This design comes from an exercise in tuning for small area on the open sky130 flow, not from production work. In this exercise RTL edits were held to simulation tests only and were not proved equivalent to the original.

==> flow/design.v, too long to show whole: its modules and the start of the top module <==
// module reset_synch: 15 lines
// module UART_tx: 78 lines
// module UART_rcv: 89 lines
// module UART: 13 lines
// module UART_wrapper: 58 lines
// module cmd_proc: 107 lines
// module maze_solve: 81 lines
// module navigate: 118 lines
// module SPI_mnrch: 99 lines
// module inertial_integrator: 121 lines
// module inert_intf: 109 lines
// module IR_math: 9 lines
// module IR_corr: 22 lines
// module I_term: 24 lines
// module D_term: 30 lines
// module P_term: 8 lines
// module PID: 47 lines
// module DutyScaleROM: 76 lines
// module PWM12: 26 lines
// module PWM8: 6 lines
// module MtrDrv: 34 lines
// module spd_scale: 158 lines
// module A2D_intf: 62 lines
// module sensor_intf: 266 lines
// module piezo_drv: 166 lines
// module MazeRunner: 115 lines
// module rc_add: 15 lines
// module rc_inc: 12 lines
// module rc_ge: 12 lines
module MazeRunner(
  input clk, RST_n,						 
  output INRT_SS_n,INRT_SCLK,INRT_MOSI,	 
  input INRT_MISO,						 
  input INRT_INT,						 
  output A2D_SS_n,A2D_SCLK,A2D_MOSI,	 
  input A2D_MISO,						 
  output lftPWM1,lftPWM2,				 
  output rghtPWM1,rghtPWM2,				 
  input RX,								 
  input hall_n,							 
  output TX,							 
  output piezo,piezo_n,					 
  output IR_lft_en,						 
  output IR_cntr_en,					 
  output IR_rght_en,					 
  output [7:0] LED
);
  // ...
==> flow/run.sh <==
#!/bin/bash
# synth_recipe.tcl (not shown) runs the flow's synth.tcl, then flattens the netlist and writes it again
# the make line also repeats each setting of config.mk as NAME=value (left out here)
make -C /OpenROAD-flow-scripts/flow DESIGN_CONFIG=/design/flow/config.mk WORK_HOME=/design/flow/orfs CLKGATE_MAP_FILE= SYNTH_SCRIPT=/design/flow/synth_recipe.tcl finish
==> flow/config.mk <==
export PLATFORM = sky130hd
export DESIGN_NAME = MazeRunner
export DESIGN_NICKNAME = MazeRunner
export VERILOG_FILES = /design/flow/design.v
export SDC_FILE = /design/flow/constraint.sdc
export NUM_CORES = 4
export LEC_CHECK = 0
export CAP_MARGIN = 20
export CORE_MARGIN = 2
export CORE_UTILIZATION = 40
export CTS_BUF_LIST = sky130_fd_sc_hd__clkbuf_4 sky130_fd_sc_hd__clkbuf_8
export PLACE_DENSITY = 0.6
export SLEW_MARGIN = 20
==> flow/constraint.sdc <==
create_clock -name core_clock -period 27.0 [get_ports {clk}]
set_input_delay 5.4000 -clock core_clock [delete_from_list [all_inputs] [get_ports {clk}]]
set_output_delay 5.4000 -clock core_clock [all_outputs]
set_load 0.01 [all_outputs]
==> results.sh, run 1 <==
export IMPL_die_y_um=322.1
export IMPL_grt_first_pass_wirelength_um=156800
export IMPL_synth_edf_count=83
export IMPL_clock_skew_ns=0.1044
export IMPL_setup_violations_final=0
export IMPL_pin_count=31
export IMPL_antenna_found_initial=2
export IMPL_cts_clk_slew_worst_paths_ns=0.06
export IMPL_multi_input_area_um2=24450
export IMPL_largest_class="multi-input combinational cells"
export IMPL_grt_overflow=0
export IMPL_crit_family="adder cells"
export IMPL_synth_seq_cells=526
export IMPL_slowest_stage="fa_1"
export IMPL_synth_area_mux_share_pct=4.572
export IMPL_grt_use_total_pct=18.41
export IMPL_grtUsageMet1_pct=26.70
export IMPL_status="no timing/DRC/antenna violations"
export IMPL_criticalPathCategory="flop to flop"
export IMPL_startpoint="iCNTRL.err_sat[0]$_DFF_PN0_"
export IMPL_ys_warn_count=19
export IMPL_postSynthAreaPerCell_um2=9.270
export IMPL_synth_area_um2=40470
export IMPL_nFlopsAndLatches=526
export IMPL_grt_max_degree=143
export IMPL_synthAdderAreaFrac_pct=25.68
export IMPL_layout_common_cells="inv_1 (512), nand2_1 (497), nor2_1 (394)"
export IMPL_final_nonclk_buf_share_pct=1.683
==> inputs of run 2 (changes only) <==
--- a/flow/config.mk
+++ b/flow/config.mk
@@ -8,6 +8,5 @@
 export CAP_MARGIN = 20
 export CORE_MARGIN = 2
 export CORE_UTILIZATION = 40
-export CTS_BUF_LIST = sky130_fd_sc_hd__clkbuf_4 sky130_fd_sc_hd__clkbuf_8
 export PLACE_DENSITY = 0.6
 export SLEW_MARGIN = 20
==> results.sh, run 2 <==
export IMPL_yosysTopAreaCell="dfrtp_1"
export IMPL_synth_common_cells="inv_1 (512), nand2_1 (497), nor2_1 (395)"
export IMPL_clock_skew_ns=0.04358
export IMPL_core_area_um2=100100
export IMPL_reg_top3="iNEMO.iINT.yaw_int: 25 flops, ICHRG.dur_hi: 20 flops, iNEMO.iINT.yaw_off: 17 flops"
export IMPL_dp_hpwl_um=67300
export IMPL_grt_overflow=0
export IMPL_area_growth_pct=8.325
export IMPL_clk_path_buf_depth=3
export IMPL_crit_family="adder cells"
export IMPL_synth_area_um2=40470
export IMPL_fp_dieArea_um2=103700
export IMPL_vias=29890
export IMPL_rr_endpoint="iMTR.lftPWM.PWM2$_DFFE_PN0P_"
export IMPL_regMostFlops="iNEMO.iINT.yaw_int"
export IMPL_synth_edf_count=83
export IMPL_ys_flop_type="dfrtp_1"
export IMPL_seqCellArea_um2=13140
export IMPL_pin_count=31
export IMPL_layout_nets=4870
export IMPL_slowest_delay_ns=0.55
export IMPL_grt_pass1_vias=29300
export IMPL_synth_area_leaders="dfrtp_1 (21%), fa_1 (17%), ha_1 (7.7%), edfxtp_1 (6.2%), inv_1 (4.7%)"
export IMPL_reg2reg_depth=77
export IMPL_critPathLaunchType="flop"
export IMPL_layout_common_cells="inv_1 (512), nand2_1 (497), nor2_1 (394)"
export IMPL_die_w_um=322.1
export IMPL_viasPerCell=5.330
export IMPL_holdPathStages=0
export IMPL_ctsRootBufferMaster="clkbuf_16"
export IMPL_reg2reg_from="iCNTRL.err_sat[0]$_DFF_PN0_"
export IMPL_maxCapViolations=0
export IMPL_cts_tree="built"
export IMPL_cts_sinks=526
export IMPL_largest_reg_flops=25
export IMPL_die_y_um=322.1
export IMPL_drc=0
export IMPL_max_freq_mhz=48.46
export IMPL_ys_warn_count=19
export IMPL_antenna_found_initial=1
export IMPL_final_common_cell="inv_1"
export IMPL_worst_slew_pin_slew_ns=1.033
export IMPL_fillCellCount=9714
export IMPL_cp_required_ns=27.51
export IMPL_cts_clk_slew_worst_paths_ns=0.06
export IMPL_slowest_stage="fa_1"
export IMPL_min_from="iRST.ff1$_DFF_NN0_"
export IMPL_clk_insertion_delay_late_ns=0.64
export IMPL_initial_utilization_pct=40.41
export IMPL_hold_viol=0
export IMPL_gp_routability_congestion=0.8800
export IMPL_cp_num_buf_inv=17
export IMPL_tns_ns=0
export IMPL_status="no timing/DRC/antenna violations"
export IMPL_worstHoldPathType="flop to flop"
export IMPL_cts_max_level=2
export IMPL_first_iter_violations=2367
export IMPL_synth_top_cell_area_share_pct=20.96
export IMPL_synth_seq_cells=526
export IMPL_rsz0062_at_grt="false"
export IMPL_cpMostUsedCell="fa_1"
export IMPL_syn_inst=4366
export IMPL_io_buffers=23
export IMPL_wl_per_cell_um=16.49
export IMPL_slew_headroom_pct=30.61
export IMPL_min_to="iRST.rst_n$_DFF_NN0_"
export IMPL_yosysSeqAreaShare_pct=32.44
export IMPL_drive_gt1_share_pct=7.864
export IMPL_grt_use_total_pct=18.24
export IMPL_grt_first_pass_wirelength_um=156000
export IMPL_period_needed_ns=20.63
export IMPL_criticalPathCategory="flop to flop"
export IMPL_yosysMostFrequentCell="inv_1"
export IMPL_antenna_left=0
export IMPL_synth_cell_type_count=98
export IMPL_wl_um=92480
export IMPL_cts_hold_buffers=0
export IMPL_slew_violations=0
export IMPL_cp_arrival_ns=21.15
export IMPL_numCtsBuffers=58
export IMPL_num_antenna_cells=0
export IMPL_startpoint="iCNTRL.err_sat[0]$_DFF_PN0_"
export IMPL_firstDrtPassIters=6
export IMPL_multi_input_area_um2=24450
export IMPL_postSynthAreaPerCell_um2=9.270
export IMPL_setup_violations_final=0
export IMPL_fin_crit_sh_pct=76.42
export IMPL_setup_worst_path_end_class="flop"
export IMPL_path_max_fanout=22
export IMPL_post_cts_buffers=0
export IMPL_placementRows=116
export IMPL_grt_max_degree=143
export IMPL_async_flop_share_pct=66.73
export IMPL_rrSetupSlack_ns=6.37
export IMPL_cts_resized=0
## run 2: cell counts after synthesis
Identical to the previous run, type by type.
## run 2: final cells by class
type                       instances  area share, %
clock buffer                      82          3.747
clock inverter                    27         0.7192
inverter                         516          4.418
multi-input combinational       3071          55.76
sequential                       526          29.96
tap                             1298          3.704
timing repair buffer              89          1.684
## run 2: cells by family (layout without fill, tap and decap cells)
family / Yosys count / count (layout) / synth area share [%]
xor+xnor: 39 / 39 / 0.9367
simple gates: 1250 / 1250 / 13.82
fa+ha+maj: 625 / 625 / 25.68
mux: 168 / 168 / 4.572
other cells: 2 / 8 / 0.01856
compound gates: 981 / 981 / 15.24
buf+inv: 775 / 714 / 7.290
flops: 526 / 526 / 32.44
## run 2: worst max-delay path by stage
stage,end,slack (ns),cells past startpoint
finish,iMTR.lftPWM.PWM2$_DFFE_PN0P_,6.37,77
detailed placement,iMTR.rghtPWM.PWM2$_DFFE_PN0P_,6.39,79
global route,iMTR.lftPWM.PWM2$_DFFE_PN0P_,5.08,77
global placement,iMTR.rghtPWM.PWM2$_DFFE_PN0P_,6.71,79
CTS,iMTR.lftPWM.PWM2$_DFFE_PN0P_,6.39,77
floorplan,ICHRG.state[0]$_DFFE_PN0P_,2.92,0
## run 2: metal layers
metal	up-vias	part of all wire, %	track usage, %
li1	14540	-	-
met1	14570	48	26.71
met2	669	46	29.07
met3	108	4.7	1.968
met4	2	1.7	3.967
met5	-	0.014	0
## run 2: metrics by stage
| stage | instances | cell area, um2 | setup slack (ns) | util, % | hold slack [ns] |
|---|---|---|---|---|---|
| CTS | 5609 | 43840 | 6.390 | 43.77 | 0.2998 |
| detailed placement | 5500 | 41880 | 6.388 | 41.82 | 0.2999 |
| global placement | 5500 | 41880 | 6.706 | 41.82 | 0.2965 |
| global route | 5609 | 43840 | 5.081 | 43.78 | 0.3099 |
| floorplan | 4372 | 40500 | 2.920 | - | 0.2917 |
| finish | 5609 | 43840 | 6.366 | 43.78 | 0.2982 |
